Background: an optimization exercise with open tools, aiming at small area, a short achievable clock period and few clock cycles. Do not read the settings as production practice. RTL that was checked went through simulation tests only; none was proved equivalent to the original. Only the layout flow was run in run 2; the RTL was not checked for function there. No activity file was given, so power comes from the tool's default toggle rates.

==> flow/design.v (outline; a module is shown in full before it is edited, if it fits) <==
// module mac: 392 lines
// module projeto: 48 lines
module projeto(
    input ck,
    input inicio,
    input rst,
    input [15:0] X,
    input [15:0] A,
    input [15:0] B,
    input [15:0] C,
    output pronto,
    output overflow,
    output [15:0] resultado
);
  // ...
==> flow/flow/run.sh <==
#!/bin/bash
# The standard layout (standard.sh) with these changes:
#  - the multiply-add tree, module mac, is laid out from flow/mac_cells.v, the
#    same circuit as mac in rtl/ula.v built from cells by hand (both are
#    generated by gen/mkhand.py), so that its partial products are single
#    NAND gates feeding full-adder cells of inverted polarity;
#  - synthesis skips Yosys's early "abc -fast" (SYNTH_ARGS=-noabc);
#  - port buffers use the smallest buffer, but for the X ports (buf_4).
# Registers and their names are those of the standard synthesis.
set -euo pipefail
export SYNTH_ARGS="-noabc"
export BUFFER_PORTS_ARGS="-buffer_cell sky130_fd_sc_hd__buf_1"
# ... except the X ports, whose buffers drive many gates (flow/xbuf.tcl)
export POST_GLOBAL_PLACE_TCL="$PWD/flow/xbuf.tcl"
# design.v with module mac replaced by the cell-level one
awk '/^module mac\(/ {skip = 1} !skip {print} skip && /^endmodule/ {skip = 0}' design.v > design_cells.v
grep -q '^module mac(' design_cells.v && { echo "module mac still in design_cells.v"; exit 1; }
cat flow/mac_cells.v >> design_cells.v
sed "s#CLKGATE_MAP_FILE= #CLKGATE_MAP_FILE= VERILOG_FILES=$PWD/design_cells.v #" standard.sh > standard_cells.sh
grep -q "VERILOG_FILES=$PWD/design_cells.v" standard_cells.sh
bash standard_cells.sh > standard.log 2>&1
==> flow/flow/xbuf.tcl <==
set db [ord::get_db]
set block [ord::get_db_block]
set big [$db findMaster sky130_fd_sc_hd__buf_4]
foreach bterm [$block getBTerms] {
  if { ![string match {X\[*} [$bterm getName]] } { continue }
  set net [$bterm getNet]
  foreach iterm [$net getITerms] {
    set inst [$iterm getInst]
    if { [string match sky130_fd_sc_hd__buf_* [[$inst getMaster] getName]] } {
      $inst swapMaster $big
      puts "xbuf: [$inst getName] of [$bterm getName] -> sky130_fd_sc_hd__buf_4"
    }
  }
}
==> flow/standard.sh <==
#!/bin/bash
# synth_recipe.tcl (not shown) runs the flow's synth.tcl, then flattens the netlist and writes it again
# the make line also repeats each setting of config.mk as NAME=value (left out here)
make -C /OpenROAD-flow-scripts/flow DESIGN_CONFIG=/design/flow/config.mk WORK_HOME=/design/flow/orfs CLKGATE_MAP_FILE= SYNTH_SCRIPT=/design/flow/synth_recipe.tcl "${@:-finish}"
==> flow/config.mk <==
export PLATFORM = sky130hd
export DESIGN_NAME = projeto
export DESIGN_NICKNAME = projeto
export VERILOG_FILES = /design/flow/design.v
export SDC_FILE = /design/flow/constraint.sdc
export NUM_CORES = 4
export LEC_CHECK = 0
export CAP_MARGIN = 20
export CORE_MARGIN = 2
export CORE_UTILIZATION = 60
export CTS_BUF_LIST = sky130_fd_sc_hd__clkbuf_8
export CTS_CLUSTER_DIAMETER = 60
export CTS_CLUSTER_SIZE = 30
export SETUP_SLACK_MARGIN = 4.0
export SLEW_MARGIN = 20
==> flow/constraint.sdc <==
create_clock -name core_clock -period 9.5 [get_ports {ck}]
set_input_delay 1.9000 -clock core_clock [delete_from_list [all_inputs] [get_ports {ck}]]
set_output_delay 1.9000 -clock core_clock [all_outputs]
set_load 0.01 [all_outputs]
Not shown: flow/flow/mac_cells.v
==> impl_results.md, run 1 <==
* Outcome: complete, no violations
* Global routing usage on met2 at 47.9%
* Clock Skew at 0.00604 ns
* Switching power at 0.00101 W
* Post-Syn Area at 4600 µm²
* Commonest non-fill, non-tap cell in the layout: nand2_1
* DR WL/cell at 20.0 µm
* Detailed Place HPWL at 9520 µm
* Reg2reg end: qa[15]
* Number of synthesized flops with an enable pin at 0
* RSZ-0062 raised after global routing: no
* Io pins at 85
* Final cell count without fillers at 602
* Starting density of the core at 62.7%
* Clk power at 0.0000943 W
* Internal at 0.00104 W
* Ys Warns at 1
* Placement Rows at 31
* Number of clock sinks at 26
* Top routing layer used: met4
* Final setup viols at 0
* Largest net degree at the start of global routing at 36
* R2R depth at 12
* Top post-synthesis cells by area: fa_1 50%, nand2_1 12%, dfxtp_1 11%
* Slew @ Worst Pin at 1.06 ns
* WP data required at 9.67 ns
* Min-delay worst type: reg -> reg
* ClkCell Share at 1.41%
* R2r setup slk at 4.22 ns
* Inverters excl. clock at 6
* Seq. pwr at 0.000235 W
* Worst Path Buf+Inv at 1
* RR Startpoint: qa[3]
* Mapped Nets at 627
* Commonest cells in the synthesized netlist: 143 x nand2_1, 116 x fa_1, 27 x buf_4, 26 x dfxtp_1, 17 x mux2i_1
* Hold Violations, Final at 0
* Crit-path slowest cell: fa_1
* Yosys reg bits at 26
* Fillers at 613
* Vias in the first global route at 3592
* Nets at 693
* Cts bufs inserted at 3
* Post-CTS setup buffers at 0
* WL met3 at 1040 µm
Testbench counts, summed over its fixed seeds: cycles 4,800.
==> module mac, before the edit <==
module mac(
    input [15:0] a,
    input [15:0] v,
    input sel,
    output [15:0] m,
    input [15:0] x,
    input [15:0] kn,
    output [15:0] ra,
    output [15:0] rb,
    output [14:0] cn
);
    assign m = sel ? v : a;
    wire pp_0_0 = ~(m[0] & x[0]);
    wire pp_0_1 = ~(m[0] & x[1]);
    wire pp_0_2 = ~(m[0] & x[2]);
    wire pp_0_3 = ~(m[0] & x[3]);
    wire pp_0_4 = ~(m[0] & x[4]);
    wire pp_0_5 = ~(m[0] & x[5]);
    wire pp_0_6 = ~(m[0] & x[6]);
    wire pp_0_7 = ~(m[0] & x[7]);
    wire pp_0_8 = ~(m[0] & x[8]);
    wire pp_0_9 = ~(m[0] & x[9]);
    wire pp_0_10 = ~(m[0] & x[10]);
    wire pp_0_11 = ~(m[0] & x[11]);
    wire pp_0_12 = ~(m[0] & x[12]);
    wire pp_0_13 = ~(m[0] & x[13]);
    wire pp_0_14 = ~(m[0] & x[14]);
    wire pp_0_15 = ~(m[0] & x[15]);
    wire pp_1_0 = ~(m[1] & x[0]);
    wire pp_1_1 = ~(m[1] & x[1]);
    wire pp_1_2 = ~(m[1] & x[2]);
    wire pp_1_3 = ~(m[1] & x[3]);
    wire pp_1_4 = ~(m[1] & x[4]);
    wire pp_1_5 = ~(m[1] & x[5]);
    wire pp_1_6 = ~(m[1] & x[6]);
    wire pp_1_7 = ~(m[1] & x[7]);
    wire pp_1_8 = ~(m[1] & x[8]);
    wire pp_1_9 = ~(m[1] & x[9]);
    wire pp_1_10 = ~(m[1] & x[10]);
    wire pp_1_11 = ~(m[1] & x[11]);
    wire pp_1_12 = ~(m[1] & x[12]);
    wire pp_1_13 = ~(m[1] & x[13]);
    wire pp_1_14 = ~(m[1] & x[14]);
    wire pp_2_0 = ~(m[2] & x[0]);
    wire pp_2_1 = ~(m[2] & x[1]);
    wire pp_2_2 = ~(m[2] & x[2]);
    wire pp_2_3 = ~(m[2] & x[3]);
    wire pp_2_4 = ~(m[2] & x[4]);
    wire pp_2_5 = ~(m[2] & x[5]);
    wire pp_2_6 = ~(m[2] & x[6]);
    wire pp_2_7 = ~(m[2] & x[7]);
    wire pp_2_8 = ~(m[2] & x[8]);
    wire pp_2_9 = ~(m[2] & x[9]);
    wire pp_2_10 = ~(m[2] & x[10]);
    wire pp_2_11 = ~(m[2] & x[11]);
    wire pp_2_12 = ~(m[2] & x[12]);
    wire pp_2_13 = ~(m[2] & x[13]);
    wire pp_3_0 = ~(m[3] & x[0]);
    wire pp_3_1 = ~(m[3] & x[1]);
    wire pp_3_2 = ~(m[3] & x[2]);
    wire pp_3_3 = ~(m[3] & x[3]);
    wire pp_3_4 = ~(m[3] & x[4]);
    wire pp_3_5 = ~(m[3] & x[5]);
    wire pp_3_6 = ~(m[3] & x[6]);
    wire pp_3_7 = ~(m[3] & x[7]);
    wire pp_3_8 = ~(m[3] & x[8]);
    wire pp_3_9 = ~(m[3] & x[9]);
    wire pp_3_10 = ~(m[3] & x[10]);
    wire pp_3_11 = ~(m[3] & x[11]);
    wire pp_3_12 = ~(m[3] & x[12]);
    wire pp_4_0 = ~(m[4] & x[0]);
    wire pp_4_1 = ~(m[4] & x[1]);
    wire pp_4_2 = ~(m[4] & x[2]);
    wire pp_4_3 = ~(m[4] & x[3]);
    wire pp_4_4 = ~(m[4] & x[4]);
    wire pp_4_5 = ~(m[4] & x[5]);
    wire pp_4_6 = ~(m[4] & x[6]);
    wire pp_4_7 = ~(m[4] & x[7]);
    wire pp_4_8 = ~(m[4] & x[8]);
    wire pp_4_9 = ~(m[4] & x[9]);
    wire pp_4_10 = ~(m[4] & x[10]);
    wire pp_4_11 = ~(m[4] & x[11]);
    wire pp_5_0 = ~(m[5] & x[0]);
    wire pp_5_1 = ~(m[5] & x[1]);
    wire pp_5_2 = ~(m[5] & x[2]);
    wire pp_5_3 = ~(m[5] & x[3]);
    wire pp_5_4 = ~(m[5] & x[4]);
    wire pp_5_5 = ~(m[5] & x[5]);
    wire pp_5_6 = ~(m[5] & x[6]);
    wire pp_5_7 = ~(m[5] & x[7]);
    wire pp_5_8 = ~(m[5] & x[8]);
    wire pp_5_9 = ~(m[5] & x[9]);
    wire pp_5_10 = ~(m[5] & x[10]);
    wire pp_6_0 = ~(m[6] & x[0]);
    wire pp_6_1 = ~(m[6] & x[1]);
    wire pp_6_2 = ~(m[6] & x[2]);
    wire pp_6_3 = ~(m[6] & x[3]);
    wire pp_6_4 = ~(m[6] & x[4]);
    wire pp_6_5 = ~(m[6] & x[5]);
    wire pp_6_6 = ~(m[6] & x[6]);
    wire pp_6_7 = ~(m[6] & x[7]);
    wire pp_6_8 = ~(m[6] & x[8]);
    wire pp_6_9 = ~(m[6] & x[9]);
    wire pp_7_0 = ~(m[7] & x[0]);
    wire pp_7_1 = ~(m[7] & x[1]);
    wire pp_7_2 = ~(m[7] & x[2]);
    wire pp_7_3 = ~(m[7] & x[3]);
    wire pp_7_4 = ~(m[7] & x[4]);
    wire pp_7_5 = ~(m[7] & x[5]);
    wire pp_7_6 = ~(m[7] & x[6]);
    wire pp_7_7 = ~(m[7] & x[7]);
    wire pp_7_8 = ~(m[7] & x[8]);
    wire pp_8_0 = ~(m[8] & x[0]);
    wire pp_8_1 = ~(m[8] & x[1]);
    wire pp_8_2 = ~(m[8] & x[2]);
    wire pp_8_3 = ~(m[8] & x[3]);
    wire pp_8_4 = ~(m[8] & x[4]);
    wire pp_8_5 = ~(m[8] & x[5]);
    wire pp_8_6 = ~(m[8] & x[6]);
    wire pp_8_7 = ~(m[8] & x[7]);
    wire pp_9_0 = ~(m[9] & x[0]);
    wire pp_9_1 = ~(m[9] & x[1]);
    wire pp_9_2 = ~(m[9] & x[2]);
    wire pp_9_3 = ~(m[9] & x[3]);
    wire pp_9_4 = ~(m[9] & x[4]);
    wire pp_9_5 = ~(m[9] & x[5]);
    wire pp_9_6 = ~(m[9] & x[6]);
    wire pp_10_0 = ~(m[10] & x[0]);
    wire pp_10_1 = ~(m[10] & x[1]);
    wire pp_10_2 = ~(m[10] & x[2]);
    wire pp_10_3 = ~(m[10] & x[3]);
    wire pp_10_4 = ~(m[10] & x[4]);
    wire pp_10_5 = ~(m[10] & x[5]);
    wire pp_11_0 = ~(m[11] & x[0]);
    wire pp_11_1 = ~(m[11] & x[1]);
    wire pp_11_2 = ~(m[11] & x[2]);
    wire pp_11_3 = ~(m[11] & x[3]);
    wire pp_11_4 = ~(m[11] & x[4]);
    wire pp_12_0 = ~(m[12] & x[0]);
    wire pp_12_1 = ~(m[12] & x[1]);
    wire pp_12_2 = ~(m[12] & x[2]);
    wire pp_12_3 = ~(m[12] & x[3]);
    wire pp_13_0 = ~(m[13] & x[0]);
    wire pp_13_1 = ~(m[13] & x[1]);
    wire pp_13_2 = ~(m[13] & x[2]);
    wire pp_14_0 = ~(m[14] & x[0]);
    wire pp_14_1 = ~(m[14] & x[1]);
    wire pp_15_0 = ~(m[15] & x[0]);
    wire s1 = kn[1] ^ pp_0_1 ^ pp_1_0;
    wire c2 = (kn[1] & pp_0_1) | (kn[1] & pp_1_0) | (pp_0_1 & pp_1_0);
    wire s3 = kn[2] ^ pp_0_2 ^ pp_1_1;
    wire c4 = (kn[2] & pp_0_2) | (kn[2] & pp_1_1) | (pp_0_2 & pp_1_1);
    wire s5 = pp_2_0 ^ c2 ^ s3;
    wire c6 = (pp_2_0 & c2) | (pp_2_0 & s3) | (c2 & s3);
    wire s7 = kn[3] ^ pp_0_3 ^ pp_1_2;
    wire c8 = (kn[3] & pp_0_3) | (kn[3] & pp_1_2) | (pp_0_3 & pp_1_2);
    wire s9 = pp_2_1 ^ pp_3_0 ^ c4;
    wire c10 = (pp_2_1 & pp_3_0) | (pp_2_1 & c4) | (pp_3_0 & c4);
    wire s11 = s7 ^ c6 ^ s9;
    wire c12 = (s7 & c6) | (s7 & s9) | (c6 & s9);
    wire s13 = kn[4] ^ pp_0_4 ^ pp_1_3;
    wire c14 = (kn[4] & pp_0_4) | (kn[4] & pp_1_3) | (pp_0_4 & pp_1_3);
    wire s15 = pp_2_2 ^ pp_3_1 ^ pp_4_0;
    wire c16 = (pp_2_2 & pp_3_1) | (pp_2_2 & pp_4_0) | (pp_3_1 & pp_4_0);
    wire s17 = c8 ^ s13 ^ s15;
    wire c18 = (c8 & s13) | (c8 & s15) | (s13 & s15);
    wire s19 = c10 ^ s17 ^ c12;
    wire c20 = (c10 & s17) | (c10 & c12) | (s17 & c12);
    wire s21 = kn[5] ^ pp_0_5 ^ pp_1_4;
    wire c22 = (kn[5] & pp_0_5) | (kn[5] & pp_1_4) | (pp_0_5 & pp_1_4);
    wire s23 = pp_2_3 ^ pp_3_2 ^ pp_4_1;
    wire c24 = (pp_2_3 & pp_3_2) | (pp_2_3 & pp_4_1) | (pp_3_2 & pp_4_1);
    wire s25 = pp_5_0 ^ c14 ^ c16;
    wire c26 = (pp_5_0 & c14) | (pp_5_0 & c16) | (c14 & c16);
    wire s27 = s21 ^ s23 ^ c18;
    wire c28 = (s21 & s23) | (s21 & c18) | (s23 & c18);
    wire s29 = s25 ^ s27 ^ c20;
    wire c30 = (s25 & s27) | (s25 & c20) | (s27 & c20);
    wire s31 = kn[6] ^ pp_0_6 ^ pp_1_5;
    wire c32 = (kn[6] & pp_0_6) | (kn[6] & pp_1_5) | (pp_0_6 & pp_1_5);
    wire s33 = pp_2_4 ^ pp_3_3 ^ pp_4_2;
    wire c34 = (pp_2_4 & pp_3_3) | (pp_2_4 & pp_4_2) | (pp_3_3 & pp_4_2);
    wire s35 = pp_5_1 ^ pp_6_0 ^ c22;
    wire c36 = (pp_5_1 & pp_6_0) | (pp_5_1 & c22) | (pp_6_0 & c22);
    wire s37 = c24 ^ s31 ^ s33;
    wire c38 = (c24 & s31) | (c24 & s33) | (s31 & s33);
    wire s39 = c26 ^ s35 ^ s37;
    wire c40 = (c26 & s35) | (c26 & s37) | (s35 & s37);
    wire s41 = ~(c28 ^ s39);
    wire c42 = c28 | s39;
    wire s43 = kn[7] ^ pp_0_7 ^ pp_1_6;
    wire c44 = (kn[7] & pp_0_7) | (kn[7] & pp_1_6) | (pp_0_7 & pp_1_6);
    wire s45 = pp_2_5 ^ pp_3_4 ^ pp_4_3;
    wire c46 = (pp_2_5 & pp_3_4) | (pp_2_5 & pp_4_3) | (pp_3_4 & pp_4_3);
    wire s47 = pp_5_2 ^ pp_6_1 ^ pp_7_0;
    wire c48 = (pp_5_2 & pp_6_1) | (pp_5_2 & pp_7_0) | (pp_6_1 & pp_7_0);
    wire s49 = c32 ^ c34 ^ s43;
    wire c50 = (c32 & c34) | (c32 & s43) | (c34 & s43);
    wire s51 = s45 ^ s47 ^ c36;
    wire c52 = (s45 & s47) | (s45 & c36) | (s47 & c36);
    wire s53 = c38 ^ s49 ^ s51;
    wire c54 = (c38 & s49) | (c38 & s51) | (s49 & s51);
    wire s55 = c40 ^ c42 ^ s53;
    wire c56 = (c40 & c42) | (c40 & s53) | (c42 & s53);
    wire s57 = kn[8] ^ pp_0_8 ^ pp_1_7;
    wire c58 = (kn[8] & pp_0_8) | (kn[8] & pp_1_7) | (pp_0_8 & pp_1_7);
    wire s59 = pp_2_6 ^ pp_3_5 ^ pp_4_4;
    wire c60 = (pp_2_6 & pp_3_5) | (pp_2_6 & pp_4_4) | (pp_3_5 & pp_4_4);
    wire s61 = pp_5_3 ^ pp_6_2 ^ pp_7_1;
    wire c62 = (pp_5_3 & pp_6_2) | (pp_5_3 & pp_7_1) | (pp_6_2 & pp_7_1);
    wire s63 = pp_8_0 ^ c44 ^ c46;
    wire c64 = (pp_8_0 & c44) | (pp_8_0 & c46) | (c44 & c46);
    wire s65 = c48 ^ s57 ^ s59;
    wire c66 = (c48 & s57) | (c48 & s59) | (s57 & s59);
    wire s67 = s61 ^ c50 ^ s63;
    wire c68 = (s61 & c50) | (s61 & s63) | (c50 & s63);
    wire s69 = s65 ^ c52 ^ s67;
    wire c70 = (s65 & c52) | (s65 & s67) | (c52 & s67);
    wire s71 = c54 ^ s69 ^ c56;
    wire c72 = (c54 & s69) | (c54 & c56) | (s69 & c56);
    wire s73 = kn[9] ^ pp_0_9 ^ pp_1_8;
    wire c74 = (kn[9] & pp_0_9) | (kn[9] & pp_1_8) | (pp_0_9 & pp_1_8);
    wire s75 = pp_2_7 ^ pp_3_6 ^ pp_4_5;
    wire c76 = (pp_2_7 & pp_3_6) | (pp_2_7 & pp_4_5) | (pp_3_6 & pp_4_5);
    wire s77 = pp_5_4 ^ pp_6_3 ^ pp_7_2;
    wire c78 = (pp_5_4 & pp_6_3) | (pp_5_4 & pp_7_2) | (pp_6_3 & pp_7_2);
    wire s79 = pp_8_1 ^ pp_9_0 ^ c58;
    wire c80 = (pp_8_1 & pp_9_0) | (pp_8_1 & c58) | (pp_9_0 & c58);
    wire s81 = c60 ^ c62 ^ s73;
    wire c82 = (c60 & c62) | (c60 & s73) | (c62 & s73);
    wire s83 = s75 ^ s77 ^ c64;
    wire c84 = (s75 & s77) | (s75 & c64) | (s77 & c64);
    wire s85 = c66 ^ s79 ^ s81;
    wire c86 = (c66 & s79) | (c66 & s81) | (s79 & s81);
    wire s87 = c68 ^ s83 ^ s85;
    wire c88 = (c68 & s83) | (c68 & s85) | (s83 & s85);
    wire s89 = ~(c70 ^ s87);
    wire c90 = c70 | s87;
    wire s91 = kn[10] ^ pp_0_10 ^ pp_10_0;
    wire c92 = (kn[10] & pp_0_10) | (kn[10] & pp_10_0) | (pp_0_10 & pp_10_0);
    wire s93 = pp_1_9 ^ pp_2_8 ^ pp_3_7;
    wire c94 = (pp_1_9 & pp_2_8) | (pp_1_9 & pp_3_7) | (pp_2_8 & pp_3_7);
    wire s95 = pp_4_6 ^ pp_5_5 ^ pp_6_4;
    wire c96 = (pp_4_6 & pp_5_5) | (pp_4_6 & pp_6_4) | (pp_5_5 & pp_6_4);
    wire s97 = pp_7_3 ^ pp_8_2 ^ pp_9_1;
    wire c98 = (pp_7_3 & pp_8_2) | (pp_7_3 & pp_9_1) | (pp_8_2 & pp_9_1);
    wire s99 = c74 ^ c76 ^ c78;
    wire c100 = (c74 & c76) | (c74 & c78) | (c76 & c78);
    wire s101 = s91 ^ s93 ^ s95;
    wire c102 = (s91 & s93) | (s91 & s95) | (s93 & s95);
    wire s103 = s97 ^ c80 ^ c82;
    wire c104 = (s97 & c80) | (s97 & c82) | (c80 & c82);
    wire s105 = s99 ^ s101 ^ c84;
    wire c106 = (s99 & s101) | (s99 & c84) | (s101 & c84);
    wire s107 = c86 ^ s103 ^ s105;
    wire c108 = (c86 & s103) | (c86 & s105) | (s103 & s105);
    wire s109 = c88 ^ c90 ^ s107;
    wire c110 = (c88 & c90) | (c88 & s107) | (c90 & s107);
    wire s111 = kn[11] ^ pp_0_11 ^ pp_10_1;
    wire c112 = (kn[11] & pp_0_11) | (kn[11] & pp_10_1) | (pp_0_11 & pp_10_1);
    wire s113 = pp_11_0 ^ pp_1_10 ^ pp_2_9;
    wire c114 = (pp_11_0 & pp_1_10) | (pp_11_0 & pp_2_9) | (pp_1_10 & pp_2_9);
    wire s115 = pp_3_8 ^ pp_4_7 ^ pp_5_6;
    wire c116 = (pp_3_8 & pp_4_7) | (pp_3_8 & pp_5_6) | (pp_4_7 & pp_5_6);
    wire s117 = pp_6_5 ^ pp_7_4 ^ pp_8_3;
    wire c118 = (pp_6_5 & pp_7_4) | (pp_6_5 & pp_8_3) | (pp_7_4 & pp_8_3);
    wire s119 = pp_9_2 ^ c92 ^ c94;
    wire c120 = (pp_9_2 & c92) | (pp_9_2 & c94) | (c92 & c94);
    wire s121 = c96 ^ c98 ^ s111;
    wire c122 = (c96 & c98) | (c96 & s111) | (c98 & s111);
    wire s123 = s113 ^ s115 ^ s117;
    wire c124 = (s113 & s115) | (s113 & s117) | (s115 & s117);
    wire s125 = c100 ^ c102 ^ s119;
    wire c126 = (c100 & c102) | (c100 & s119) | (c102 & s119);
    wire s127 = s121 ^ s123 ^ c104;
    wire c128 = (s121 & s123) | (s121 & c104) | (s123 & c104);
    wire s129 = s125 ^ c106 ^ s127;
    wire c130 = (s125 & c106) | (s125 & s127) | (c106 & s127);
    wire s131 = c108 ^ s129 ^ c110;
    wire c132 = (c108 & s129) | (c108 & c110) | (s129 & c110);
    wire s133 = kn[12] ^ pp_0_12 ^ pp_10_2;
    wire c134 = (kn[12] & pp_0_12) | (kn[12] & pp_10_2) | (pp_0_12 & pp_10_2);
    wire s135 = pp_11_1 ^ pp_12_0 ^ pp_1_11;
    wire c136 = (pp_11_1 & pp_12_0) | (pp_11_1 & pp_1_11) | (pp_12_0 & pp_1_11);
    wire s137 = pp_2_10 ^ pp_3_9 ^ pp_4_8;
    wire c138 = (pp_2_10 & pp_3_9) | (pp_2_10 & pp_4_8) | (pp_3_9 & pp_4_8);
    wire s139 = pp_5_7 ^ pp_6_6 ^ pp_7_5;
    wire c140 = (pp_5_7 & pp_6_6) | (pp_5_7 & pp_7_5) | (pp_6_6 & pp_7_5);
    wire s141 = pp_8_4 ^ pp_9_3 ^ c112;
    wire c142 = (pp_8_4 & pp_9_3) | (pp_8_4 & c112) | (pp_9_3 & c112);
    wire s143 = c114 ^ c116 ^ c118;
    wire c144 = (c114 & c116) | (c114 & c118) | (c116 & c118);
    wire s145 = s133 ^ s135 ^ s137;
    wire c146 = (s133 & s135) | (s133 & s137) | (s135 & s137);
    wire s147 = s139 ^ c120 ^ c122;
    wire c148 = (s139 & c120) | (s139 & c122) | (c120 & c122);
    wire s149 = c124 ^ s141 ^ s143;
    wire c150 = (c124 & s141) | (c124 & s143) | (s141 & s143);
    wire s151 = s145 ^ c126 ^ s147;
    wire c152 = (s145 & c126) | (s145 & s147) | (c126 & s147);
    wire s153 = s149 ^ c128 ^ s151;
    wire c154 = (s149 & c128) | (s149 & s151) | (c128 & s151);
    wire s155 = ~(c130 ^ s153);
    wire c156 = c130 | s153;
    wire s157 = kn[13] ^ pp_0_13 ^ pp_10_3;
    wire c158 = (kn[13] & pp_0_13) | (kn[13] & pp_10_3) | (pp_0_13 & pp_10_3);
    wire s159 = pp_11_2 ^ pp_12_1 ^ pp_13_0;
    wire c160 = (pp_11_2 & pp_12_1) | (pp_11_2 & pp_13_0) | (pp_12_1 & pp_13_0);
    wire s161 = pp_1_12 ^ pp_2_11 ^ pp_3_10;
    wire c162 = (pp_1_12 & pp_2_11) | (pp_1_12 & pp_3_10) | (pp_2_11 & pp_3_10);
    wire s163 = pp_4_9 ^ pp_5_8 ^ pp_6_7;
    wire c164 = (pp_4_9 & pp_5_8) | (pp_4_9 & pp_6_7) | (pp_5_8 & pp_6_7);
    wire s165 = pp_7_6 ^ pp_8_5 ^ pp_9_4;
    wire c166 = (pp_7_6 & pp_8_5) | (pp_7_6 & pp_9_4) | (pp_8_5 & pp_9_4);
    wire s167 = c134 ^ c136 ^ c138;
    wire c168 = (c134 & c136) | (c134 & c138) | (c136 & c138);
    wire s169 = c140 ^ s157 ^ s159;
    wire c170 = (c140 & s157) | (c140 & s159) | (s157 & s159);
    wire s171 = s161 ^ s163 ^ s165;
    wire c172 = (s161 & s163) | (s161 & s165) | (s163 & s165);
    wire s173 = c142 ^ c144 ^ c146;
    wire c174 = (c142 & c144) | (c142 & c146) | (c144 & c146);
    wire s175 = s167 ^ s169 ^ s171;
    wire c176 = (s167 & s169) | (s167 & s171) | (s169 & s171);
    wire s177 = c148 ^ c150 ^ s173;
    wire c178 = (c148 & c150) | (c148 & s173) | (c150 & s173);
    wire s179 = s175 ^ c152 ^ s177;
    wire c180 = (s175 & c152) | (s175 & s177) | (c152 & s177);
    wire s181 = c154 ^ s179 ^ c156;
    wire c182 = (c154 & s179) | (c154 & c156) | (s179 & c156);
    wire s183 = kn[14] ^ pp_0_14 ^ pp_10_4;
    wire c184 = (kn[14] & pp_0_14) | (kn[14] & pp_10_4) | (pp_0_14 & pp_10_4);
    wire s185 = pp_11_3 ^ pp_12_2 ^ pp_13_1;
    wire c186 = (pp_11_3 & pp_12_2) | (pp_11_3 & pp_13_1) | (pp_12_2 & pp_13_1);
    wire s187 = pp_14_0 ^ pp_1_13 ^ pp_2_12;
    wire c188 = (pp_14_0 & pp_1_13) | (pp_14_0 & pp_2_12) | (pp_1_13 & pp_2_12);
    wire s189 = pp_3_11 ^ pp_4_10 ^ pp_5_9;
    wire c190 = (pp_3_11 & pp_4_10) | (pp_3_11 & pp_5_9) | (pp_4_10 & pp_5_9);
    wire s191 = pp_6_8 ^ pp_7_7 ^ pp_8_6;
    wire c192 = (pp_6_8 & pp_7_7) | (pp_6_8 & pp_8_6) | (pp_7_7 & pp_8_6);
    wire s193 = pp_9_5 ^ c158 ^ c160;
    wire c194 = (pp_9_5 & c158) | (pp_9_5 & c160) | (c158 & c160);
    wire s195 = c162 ^ c164 ^ c166;
    wire c196 = (c162 & c164) | (c162 & c166) | (c164 & c166);
    wire s197 = s183 ^ s185 ^ s187;
    wire c198 = (s183 & s185) | (s183 & s187) | (s185 & s187);
    wire s199 = s189 ^ s191 ^ c168;
    wire c200 = (s189 & s191) | (s189 & c168) | (s191 & c168);
    wire s201 = c170 ^ c172 ^ s193;
    wire c202 = (c170 & c172) | (c170 & s193) | (c172 & s193);
    wire s203 = s195 ^ s197 ^ c174;
    wire c204 = (s195 & s197) | (s195 & c174) | (s197 & c174);
    wire s205 = s199 ^ c176 ^ s201;
    wire c206 = (s199 & c176) | (s199 & s201) | (c176 & s201);
    wire s207 = c178 ^ s203 ^ s205;
    wire c208 = (c178 & s203) | (c178 & s205) | (s203 & s205);
    wire s209 = ~(c180 ^ s207);
    wire c210 = c180 | s207;
    wire s211 = kn[15] ^ pp_0_15 ^ pp_10_5;
    wire c212 = (kn[15] & pp_0_15) | (kn[15] & pp_10_5) | (pp_0_15 & pp_10_5);
    wire s213 = pp_11_4 ^ pp_12_3 ^ pp_13_2;
    wire c214 = (pp_11_4 & pp_12_3) | (pp_11_4 & pp_13_2) | (pp_12_3 & pp_13_2);
    wire s215 = pp_14_1 ^ pp_15_0 ^ pp_1_14;
    wire c216 = (pp_14_1 & pp_15_0) | (pp_14_1 & pp_1_14) | (pp_15_0 & pp_1_14);
    wire s217 = pp_2_13 ^ pp_3_12 ^ pp_4_11;
    wire c218 = (pp_2_13 & pp_3_12) | (pp_2_13 & pp_4_11) | (pp_3_12 & pp_4_11);
    wire s219 = pp_5_10 ^ pp_6_9 ^ pp_7_8;
    wire c220 = (pp_5_10 & pp_6_9) | (pp_5_10 & pp_7_8) | (pp_6_9 & pp_7_8);
    wire s221 = pp_8_7 ^ pp_9_6 ^ c184;
    wire c222 = (pp_8_7 & pp_9_6) | (pp_8_7 & c184) | (pp_9_6 & c184);
    wire s223 = c186 ^ c188 ^ c190;
    wire c224 = (c186 & c188) | (c186 & c190) | (c188 & c190);
    wire s225 = c192 ^ s211 ^ s213;
    wire c226 = (c192 & s211) | (c192 & s213) | (s211 & s213);
    wire s227 = s215 ^ s217 ^ s219;
    wire c228 = (s215 & s217) | (s215 & s219) | (s217 & s219);
    wire s229 = c194 ^ c196 ^ c198;
    wire c230 = (c194 & c196) | (c194 & c198) | (c196 & c198);
    wire s231 = s221 ^ s223 ^ s225;
    wire c232 = (s221 & s223) | (s221 & s225) | (s223 & s225);
    wire s233 = s227 ^ c200 ^ c202;
    wire c234 = (s227 & c200) | (s227 & c202) | (c200 & c202);
    wire s235 = s229 ^ s231 ^ c204;
    wire c236 = (s229 & s231) | (s229 & c204) | (s231 & c204);
    wire s237 = c206 ^ s233 ^ s235;
    wire c238 = (c206 & s233) | (c206 & s235) | (s233 & s235);
    wire s239 = c208 ^ c210 ^ s237;
    wire c240 = (c208 & c210) | (c208 & s237) | (c210 & s237);
    assign ra = {s239, s209, s181, s155, s131, s109, s89, s71, s55, s41, s29, s19, s11, s5, s1, kn[0]};
    assign rb = {1'b1, c182, 1'b1, c132, 1'b1, 1'b1, c72, 1'b1, 1'b1, c30, 1'b1, 1'b1, 1'b1, 1'b1, 1'b1, pp_0_0};
    assign cn = {c240, c238, c236, c234, c232, c230, c228, c226, c224, c222, c220, c218, c216, c214, c212};
endmodule
==> inputs of run 2 (changes only) <==
--- a/flow/design.v
+++ b/flow/design.v
@@ -157,6 +157,6 @@
     wire s9 = pp_2_1 ^ pp_3_0 ^ c4;
     wire c10 = (pp_2_1 & pp_3_0) | (pp_2_1 & c4) | (pp_3_0 & c4);
-    wire s11 = s7 ^ c6 ^ s9;
-    wire c12 = (s7 & c6) | (s7 & s9) | (c6 & s9);
+    wire s11 = s7 ^ s9 ^ c6;
+    wire c12 = (s7 & s9) | (s7 & c6) | (s9 & c6);
     wire s13 = kn[4] ^ pp_0_4 ^ pp_1_3;
     wire c14 = (kn[4] & pp_0_4) | (kn[4] & pp_1_3) | (pp_0_4 & pp_1_3);
@@ -185,6 +185,6 @@
     wire s37 = c24 ^ s31 ^ s33;
     wire c38 = (c24 & s31) | (c24 & s33) | (s31 & s33);
-    wire s39 = c26 ^ s35 ^ s37;
-    wire c40 = (c26 & s35) | (c26 & s37) | (s35 & s37);
+    wire s39 = s35 ^ c26 ^ s37;
+    wire c40 = (s35 & c26) | (s35 & s37) | (c26 & s37);
     wire s41 = ~(c28 ^ s39);
     wire c42 = c28 | s39;
@@ -229,10 +229,10 @@
     wire s81 = c60 ^ c62 ^ s73;
     wire c82 = (c60 & c62) | (c60 & s73) | (c62 & s73);
-    wire s83 = s75 ^ s77 ^ c64;
-    wire c84 = (s75 & s77) | (s75 & c64) | (s77 & c64);
-    wire s85 = c66 ^ s79 ^ s81;
-    wire c86 = (c66 & s79) | (c66 & s81) | (s79 & s81);
-    wire s87 = c68 ^ s83 ^ s85;
-    wire c88 = (c68 & s83) | (c68 & s85) | (s83 & s85);
+    wire s83 = s75 ^ s77 ^ s79;
+    wire c84 = (s75 & s77) | (s75 & s79) | (s77 & s79);
+    wire s85 = c64 ^ c66 ^ s81;
+    wire c86 = (c64 & c66) | (c64 & s81) | (c66 & s81);
+    wire s87 = s83 ^ c68 ^ s85;
+    wire c88 = (s83 & c68) | (s83 & s85) | (c68 & s85);
     wire s89 = ~(c70 ^ s87);
     wire c90 = c70 | s87;
@@ -253,8 +253,8 @@
     wire s105 = s99 ^ s101 ^ c84;
     wire c106 = (s99 & s101) | (s99 & c84) | (s101 & c84);
-    wire s107 = c86 ^ s103 ^ s105;
-    wire c108 = (c86 & s103) | (c86 & s105) | (s103 & s105);
-    wire s109 = c88 ^ c90 ^ s107;
-    wire c110 = (c88 & c90) | (c88 & s107) | (c90 & s107);
+    wire s107 = s103 ^ c86 ^ s105;
+    wire c108 = (s103 & c86) | (s103 & s105) | (c86 & s105);
+    wire s109 = c88 ^ s107 ^ c90;
+    wire c110 = (c88 & s107) | (c88 & c90) | (s107 & c90);
     wire s111 = kn[11] ^ pp_0_11 ^ pp_10_1;
     wire c112 = (kn[11] & pp_0_11) | (kn[11] & pp_10_1) | (pp_0_11 & pp_10_1);
@@ -293,10 +293,10 @@
     wire s145 = s133 ^ s135 ^ s137;
     wire c146 = (s133 & s135) | (s133 & s137) | (s135 & s137);
-    wire s147 = s139 ^ c120 ^ c122;
-    wire c148 = (s139 & c120) | (s139 & c122) | (c120 & c122);
-    wire s149 = c124 ^ s141 ^ s143;
-    wire c150 = (c124 & s141) | (c124 & s143) | (s141 & s143);
-    wire s151 = s145 ^ c126 ^ s147;
-    wire c152 = (s145 & c126) | (s145 & s147) | (c126 & s147);
+    wire s147 = s139 ^ s141 ^ c120;
+    wire c148 = (s139 & s141) | (s139 & c120) | (s141 & c120);
+    wire s149 = c122 ^ c124 ^ s143;
+    wire c150 = (c122 & c124) | (c122 & s143) | (c124 & s143);
+    wire s151 = s145 ^ s147 ^ c126;
+    wire c152 = (s145 & s147) | (s145 & c126) | (s147 & c126);
     wire s153 = s149 ^ c128 ^ s151;
     wire c154 = (s149 & c128) | (s149 & s151) | (c128 & s151);
@@ -349,10 +349,10 @@
     wire s201 = c170 ^ c172 ^ s193;
     wire c202 = (c170 & c172) | (c170 & s193) | (c172 & s193);
-    wire s203 = s195 ^ s197 ^ c174;
-    wire c204 = (s195 & s197) | (s195 & c174) | (s197 & c174);
-    wire s205 = s199 ^ c176 ^ s201;
-    wire c206 = (s199 & c176) | (s199 & s201) | (c176 & s201);
-    wire s207 = c178 ^ s203 ^ s205;
-    wire c208 = (c178 & s203) | (c178 & s205) | (s203 & s205);
+    wire s203 = s195 ^ s197 ^ s199;
+    wire c204 = (s195 & s197) | (s195 & s199) | (s197 & s199);
+    wire s205 = c174 ^ c176 ^ s201;
+    wire c206 = (c174 & c176) | (c174 & s201) | (c176 & s201);
+    wire s207 = s203 ^ c178 ^ s205;
+    wire c208 = (s203 & c178) | (s203 & s205) | (c178 & s205);
     wire s209 = ~(c180 ^ s207);
     wire c210 = c180 | s207;
@@ -375,16 +375,16 @@
     wire s227 = s215 ^ s217 ^ s219;
     wire c228 = (s215 & s217) | (s215 & s219) | (s217 & s219);
-    wire s229 = c194 ^ c196 ^ c198;
-    wire c230 = (c194 & c196) | (c194 & c198) | (c196 & c198);
-    wire s231 = s221 ^ s223 ^ s225;
-    wire c232 = (s221 & s223) | (s221 & s225) | (s223 & s225);
+    wire s229 = s221 ^ c194 ^ c196;
+    wire c230 = (s221 & c194) | (s221 & c196) | (c194 & c196);
+    wire s231 = c198 ^ s223 ^ s225;
+    wire c232 = (c198 & s223) | (c198 & s225) | (s223 & s225);
     wire s233 = s227 ^ c200 ^ c202;
     wire c234 = (s227 & c200) | (s227 & c202) | (c200 & c202);
     wire s235 = s229 ^ s231 ^ c204;
     wire c236 = (s229 & s231) | (s229 & c204) | (s231 & c204);
-    wire s237 = c206 ^ s233 ^ s235;
-    wire c238 = (c206 & s233) | (c206 & s235) | (s233 & s235);
-    wire s239 = c208 ^ c210 ^ s237;
-    wire c240 = (c208 & c210) | (c208 & s237) | (c210 & s237);
+    wire s237 = s233 ^ c206 ^ s235;
+    wire c238 = (s233 & c206) | (s233 & s235) | (c206 & s235);
+    wire s239 = c208 ^ s237 ^ c210;
+    wire c240 = (c208 & s237) | (c208 & c210) | (s237 & c210);
     assign ra = {s239, s209, s181, s155, s131, s109, s89, s71, s55, s41, s29, s19, s11, s5, s1, kn[0]};
     assign rb = {1'b1, c182, 1'b1, c132, 1'b1, 1'b1, c72, 1'b1, 1'b1, c30, 1'b1, 1'b1, 1'b1, 1'b1, 1'b1, pp_0_0};
--- a/flow/flow/mac_cells.v
+++ b/flow/flow/mac_cells.v
@@ -331,5 +331,5 @@
     sky130_fd_sc_hd__fa_1 g_s9 (.A(pp_2_1), .B(pp_3_0), .CIN(c4), .COUT(c10), .SUM(s9));
     wire s11, c12;
-    sky130_fd_sc_hd__fa_1 g_s11 (.A(s7), .B(c6), .CIN(s9), .COUT(c12), .SUM(s11));
+    sky130_fd_sc_hd__fa_1 g_s11 (.A(s7), .B(s9), .CIN(c6), .COUT(c12), .SUM(s11));
     wire s13, c14;
     sky130_fd_sc_hd__fa_1 g_s13 (.A(kn[4]), .B(pp_0_4), .CIN(pp_1_3), .COUT(c14), .SUM(s13));
@@ -359,5 +359,5 @@
     sky130_fd_sc_hd__fa_1 g_s37 (.A(c24), .B(s31), .CIN(s33), .COUT(c38), .SUM(s37));
     wire s39, c40;
-    sky130_fd_sc_hd__fa_1 g_s39 (.A(c26), .B(s35), .CIN(s37), .COUT(c40), .SUM(s39));
+    sky130_fd_sc_hd__fa_1 g_s39 (.A(s35), .B(c26), .CIN(s37), .COUT(c40), .SUM(s39));
     wire s41, c42;
     sky130_fd_sc_hd__xnor2_1 g_s41 (.A(c28), .B(s39), .Y(s41));
@@ -404,9 +404,9 @@
     sky130_fd_sc_hd__fa_1 g_s81 (.A(c60), .B(c62), .CIN(s73), .COUT(c82), .SUM(s81));
     wire s83, c84;
-    sky130_fd_sc_hd__fa_1 g_s83 (.A(s75), .B(s77), .CIN(c64), .COUT(c84), .SUM(s83));
+    sky130_fd_sc_hd__fa_1 g_s83 (.A(s75), .B(s77), .CIN(s79), .COUT(c84), .SUM(s83));
     wire s85, c86;
-    sky130_fd_sc_hd__fa_1 g_s85 (.A(c66), .B(s79), .CIN(s81), .COUT(c86), .SUM(s85));
+    sky130_fd_sc_hd__fa_1 g_s85 (.A(c64), .B(c66), .CIN(s81), .COUT(c86), .SUM(s85));
     wire s87, c88;
-    sky130_fd_sc_hd__fa_1 g_s87 (.A(c68), .B(s83), .CIN(s85), .COUT(c88), .SUM(s87));
+    sky130_fd_sc_hd__fa_1 g_s87 (.A(s83), .B(c68), .CIN(s85), .COUT(c88), .SUM(s87));
     wire s89, c90;
     sky130_fd_sc_hd__xnor2_1 g_s89 (.A(c70), .B(s87), .Y(s89));
@@ -429,7 +429,7 @@
     sky130_fd_sc_hd__fa_1 g_s105 (.A(s99), .B(s101), .CIN(c84), .COUT(c106), .SUM(s105));
     wire s107, c108;
-    sky130_fd_sc_hd__fa_1 g_s107 (.A(c86), .B(s103), .CIN(s105), .COUT(c108), .SUM(s107));
+    sky130_fd_sc_hd__fa_1 g_s107 (.A(s103), .B(c86), .CIN(s105), .COUT(c108), .SUM(s107));
     wire s109, c110;
-    sky130_fd_sc_hd__fa_1 g_s109 (.A(c88), .B(c90), .CIN(s107), .COUT(c110), .SUM(s109));
+    sky130_fd_sc_hd__fa_1 g_s109 (.A(c88), .B(s107), .CIN(c90), .COUT(c110), .SUM(s109));
     wire s111, c112;
     sky130_fd_sc_hd__fa_1 g_s111 (.A(kn[11]), .B(pp_0_11), .CIN(pp_10_1), .COUT(c112), .SUM(s111));
@@ -469,9 +469,9 @@
     sky130_fd_sc_hd__fa_1 g_s145 (.A(s133), .B(s135), .CIN(s137), .COUT(c146), .SUM(s145));
     wire s147, c148;
-    sky130_fd_sc_hd__fa_1 g_s147 (.A(s139), .B(c120), .CIN(c122), .COUT(c148), .SUM(s147));
+    sky130_fd_sc_hd__fa_1 g_s147 (.A(s139), .B(s141), .CIN(c120), .COUT(c148), .SUM(s147));
     wire s149, c150;
-    sky130_fd_sc_hd__fa_1 g_s149 (.A(c124), .B(s141), .CIN(s143), .COUT(c150), .SUM(s149));
+    sky130_fd_sc_hd__fa_1 g_s149 (.A(c122), .B(c124), .CIN(s143), .COUT(c150), .SUM(s149));
     wire s151, c152;
-    sky130_fd_sc_hd__fa_1 g_s151 (.A(s145), .B(c126), .CIN(s147), .COUT(c152), .SUM(s151));
+    sky130_fd_sc_hd__fa_1 g_s151 (.A(s145), .B(s147), .CIN(c126), .COUT(c152), .SUM(s151));
     wire s153, c154;
     sky130_fd_sc_hd__fa_1 g_s153 (.A(s149), .B(c128), .CIN(s151), .COUT(c154), .SUM(s153));
@@ -526,9 +526,9 @@
     sky130_fd_sc_hd__fa_1 g_s201 (.A(c170), .B(c172), .CIN(s193), .COUT(c202), .SUM(s201));
     wire s203, c204;
-    sky130_fd_sc_hd__fa_1 g_s203 (.A(s195), .B(s197), .CIN(c174), .COUT(c204), .SUM(s203));
+    sky130_fd_sc_hd__fa_1 g_s203 (.A(s195), .B(s197), .CIN(s199), .COUT(c204), .SUM(s203));
     wire s205, c206;
-    sky130_fd_sc_hd__fa_1 g_s205 (.A(s199), .B(c176), .CIN(s201), .COUT(c206), .SUM(s205));
+    sky130_fd_sc_hd__fa_1 g_s205 (.A(c174), .B(c176), .CIN(s201), .COUT(c206), .SUM(s205));
     wire s207, c208;
-    sky130_fd_sc_hd__fa_1 g_s207 (.A(c178), .B(s203), .CIN(s205), .COUT(c208), .SUM(s207));
+    sky130_fd_sc_hd__fa_1 g_s207 (.A(s203), .B(c178), .CIN(s205), .COUT(c208), .SUM(s207));
     wire s209, c210;
     sky130_fd_sc_hd__xnor2_1 g_s209 (.A(c180), .B(s207), .Y(s209));
@@ -553,7 +553,7 @@
     sky130_fd_sc_hd__fa_1 g_s227 (.A(s215), .B(s217), .CIN(s219), .COUT(c228), .SUM(s227));
     wire s229, c230;
-    sky130_fd_sc_hd__fa_1 g_s229 (.A(c194), .B(c196), .CIN(c198), .COUT(c230), .SUM(s229));
+    sky130_fd_sc_hd__fa_1 g_s229 (.A(s221), .B(c194), .CIN(c196), .COUT(c230), .SUM(s229));
     wire s231, c232;
-    sky130_fd_sc_hd__fa_1 g_s231 (.A(s221), .B(s223), .CIN(s225), .COUT(c232), .SUM(s231));
+    sky130_fd_sc_hd__fa_1 g_s231 (.A(c198), .B(s223), .CIN(s225), .COUT(c232), .SUM(s231));
     wire s233, c234;
     sky130_fd_sc_hd__fa_1 g_s233 (.A(s227), .B(c200), .CIN(c202), .COUT(c234), .SUM(s233));
@@ -561,7 +561,7 @@
     sky130_fd_sc_hd__fa_1 g_s235 (.A(s229), .B(s231), .CIN(c204), .COUT(c236), .SUM(s235));
     wire s237, c238;
-    sky130_fd_sc_hd__fa_1 g_s237 (.A(c206), .B(s233), .CIN(s235), .COUT(c238), .SUM(s237));
+    sky130_fd_sc_hd__fa_1 g_s237 (.A(s233), .B(c206), .CIN(s235), .COUT(c238), .SUM(s237));
     wire s239, c240;
-    sky130_fd_sc_hd__fa_1 g_s239 (.A(c208), .B(c210), .CIN(s237), .COUT(c240), .SUM(s239));
+    sky130_fd_sc_hd__fa_1 g_s239 (.A(c208), .B(s237), .CIN(c210), .COUT(c240), .SUM(s239));
     assign ra = {s239, s209, s181, s155, s131, s109, s89, s71, s55, s41, s29, s19, s11, s5, s1, kn[0]};
     assign rb = {1'b1, c182, 1'b1, c132, 1'b1, 1'b1, c72, 1'b1, 1'b1, c30, 1'b1, 1'b1, 1'b1, 1'b1, 1'b1, pp_0_0};
--- a/flow/config.mk
+++ b/flow/config.mk
@@ -9,7 +9,5 @@
 export CORE_MARGIN = 2
 export CORE_UTILIZATION = 60
-export CTS_BUF_LIST = sky130_fd_sc_hd__clkbuf_8
-export CTS_CLUSTER_DIAMETER = 60
-export CTS_CLUSTER_SIZE = 30
+export CTS_BUF_LIST = sky130_fd_sc_hd__clkbuf_4 sky130_fd_sc_hd__clkbuf_8
 export SETUP_SLACK_MARGIN = 4.0
 export SLEW_MARGIN = 20
==> impl_results.md, run 2 <==
* Outcome: complete, no violations
* Crit Path Category: in -> reg
* RSZ-0062 raised after global routing: no
* Top cell type's share of synthesized area at 50.5%
* DR WL/cell at 20.2 µm (+0.78%)
* Starting density of the core at 62.7% (unchanged)
* Min-delay worst type: reg -> reg
* Commonest cells in the synthesized netlist: 143 x nand2_1, 116 x fa_1, 27 x buf_4, 26 x dfxtp_1, 17 x mux2i_1
* Lkg Pwr at 1.73 nW
* Hold Violations, Final at 0 (unchanged)
* Root buffer cell: clkbuf_8
* Detail Route Antenna Nets at 0
* Simple-gate portion of the synthesized area at 16.8%
* XOR/XNOR share of the synthesized area at 3.05%
* Largest net degree at the start of global routing at 36 (unchanged)
* Fin Hold WS at 0.720 ns
* Final setup viols at 0 (unchanged)
* Clk Latency, worst-skew pair at 0.28 ns
* Most common cell in the netlist: nand2_1
* Vias in the first global route at 3763 (+4.8%)
* Post-CTS setup buffers at 0 (unchanged)
* Top Registers: qa (16), qb (5), ql (2)
* Die height at 91.6 µm
* Detailed Place HPWL at 9710 µm (+2.0%)
* Slew @ Worst Pin at 1.03 ns (-0.0256 ns)
* Most used DFF post-synth: dfxtp_1
* Largest area contributor in the synthesized netlist: fa_1
* Die extent in x at 91.6 µm
* PD cells at 416 nW/µm²
* Post-CTS Resized at 1
* Htree depth at 1
* Async SR Flop Fraction at 0%
* Synth Area in Compound Gates at 4.00%
* Post-Syn Area at 4600 µm² (unchanged)
* Antenna cells at 0
* Post-Synth Adder-Cell Area at 52.1%
* Initial antenna violation count at 0
* Cell variety after synth at 39
* CP endpoint kind: flip-flop
* TritonCTS clock tree: built
* Largest reg by FF count: qa
* Clock slew at reported path FFs at 0.10 ns
* Vias post-DR at 3527
* Max-Cap Viols at 0
* First-pass detailed-route iteration total at 5
* Io pins at 85 (unchanged)
* Wirelength, routed at 12000 µm
* Critical path launch point type: input pin
* Core area at 7330 µm²
* All-Layer GR Usage at 30.3%
* Max reg flops at 16
* Area Growth Syn to Fin at 8.41%
* Top post-synthesis cells by area: fa_1 50%, nand2_1 12%, dfxtp_1 11%
* Most frequent cells in the layout: 143 x nand2_1, 116 x fa_1, 68 x buf_1
* Nets at 687 (-0.87%)
* Fin crit period at 5.43 ns
* DRC viols at 0
* Number of clock sinks at 26 (unchanged)
* Relative slew slack at 31.2%
* Layout cells sized above 1 at 8.45%
* First-pass GRT wire length at 19200 µm
* Largest family of logic cells by synthesized area: adder cells
* Gr ovfl total at 0
* I/O Buffers at 84
* Number of synthesized flops with an enable pin at 0 (unchanged)
* Yosys reg bits at 26 (unchanged)
* 1st-iter DRT viols at 252
* Arr. time, crit path at 5.59 ns
* Setup TNS at 0 ns
* Placement Rows at 31 (unchanged)
* CTS Hold Bufs at 0
* Peak Freq at 184 MHz
* Cts bufs inserted at 3 (unchanged)
* Area of the die at 8380 µm²
* Via density at 5.92
* Worst vdd rail ir drop at 0.601 mV
* Mux cell area share after synthesis at 7.62%
* Syn_area_per_cell at 10.5 µm²
* Crit Path Max Fanout at 14
* Sequential share of the synthesized area at 11.3%
* Max Root-Sink Buffers at 2
* Clock Skew at 0.00913 ns (+0.00309 ns)
* Commonest non-fill, non-tap cell in the layout: nand2_1
* Fin crit share at 57.1%
* Ys Warns at 1 (unchanged)
* Mapped Nets at 627 (unchanged)
* Final Slew Violations at 0
* Pwr Total at 0.00207 W
* WP data required at 9.66 ns (about the same)
* Syn Inst Count at 438
==> run 2: cell counts after synthesis <==
Identical to the previous run, type by type.
==> run 2: stage by stage <==
step	setup WS (ns)	cell area, µm²	utilization, %	std cells
2_1_floorplan	4.05	4600	-	438
3_3_place_gp	3.63	4830	65.9	592
3_5_place_dp	3.73	4890	66.7	592
4_1_cts	4.02	4960	67.7	596
5_1_grt	3.97	4990	68.0	596
6_report	4.07	4990	68.0	596
==> run 2: cell families after synthesis <==
logic type / count (synthesis)
XOR/XNOR: 16
flip-flops: 26
AND/OR/NAND/NOR: 182
buffers and inverters: 35
adder cells (fa/ha/maj): 122
AO/OA/AOI/OAI: 24
multiplexers: 33
==> run 2: metal layers <==
layer	routed length (µm)	share of wire, %	track usage [%]
met1	4690	39	40.2
met2	6000	50	49.8
met3	888	7.4	4.73
met4	438	3.6	12.5
met5	0	0	0
==> run 2: final cells by class <==
class                      instances  area, µm²
multi-input combinational        377       3870
sequential                        26        522
timing repair buffer              84        375
fill                             610       2340
clock inverter                     1       30.0
tap                               99        124
inverter                           6       22.5
clock buffer                       3       41.3
==> run 2: worst paths after layout <==
path	slack, ns	startpoint	cells after the start	to
setup / recovery	4.07	A[3]	10	qa[15]
hold / removal	0.72	ql[1]	3	ov
setup reg to reg	4.16	qa[3]	14	qa[15]
hold reg to reg	0.72	ql[1]	3	ov
==> run 2: worst max-delay path, stage by stage <==
cell,delay (ns)
buf_1,0.07
mux2_2,0.41
nand2_1,0.13
fa_1,0.45
fa_1,0.48
fa_1,0.56
fa_1,0.43
fa_1,0.47
or2_1,0.24
fa_1,0.43
==> run 2: power breakdown <==
| part | switching [W] | total [W] | leakage, nW | internal [W] |
|---|---|---|---|---|
| clock network | 0.0000378 | 0.0000942 | 0.0357 | 0.0000564 |
| registers | 0.0000324 | 0.000234 | 0.219 | 0.000202 |
| logic | 0.000952 | 0.00174 | 1.48 | 0.000791 |

[re-timing with driven ports]
No port has a modelled driver above. Below, the same layouts with a new extraction and two added sets of constraints.
Step 1 sets driving cells, clkbuf_16 on the clock port and buf_2 on the other inputs (assumed; they add their load-dependent delay and slew).
Step 2 adds t to the input delays and takes it off the output delays; t is the mean of the earliest and latest rising clock arrival at the registers after step 1. Input paths then give back, and output paths get back, about the clock's delay inside the block.
a / b / c = ideal / step 1 / step 2; a / b = the first two.
run | t (ns) | setup slack, ns | worst register clock-pin slew, ns
run 1 | 0.302 | 4.117 / 4.127 / 3.825 | 0.10 / 0.10
run 2 | 0.304 | 4.071 / 4.079 / 3.775 | 0.10 / 0.10
After both steps every run listed still meets setup and hold. The setup slack of run 2, which loses most, moves by +0.008 ns with the drivers and by -0.296 ns with both steps.
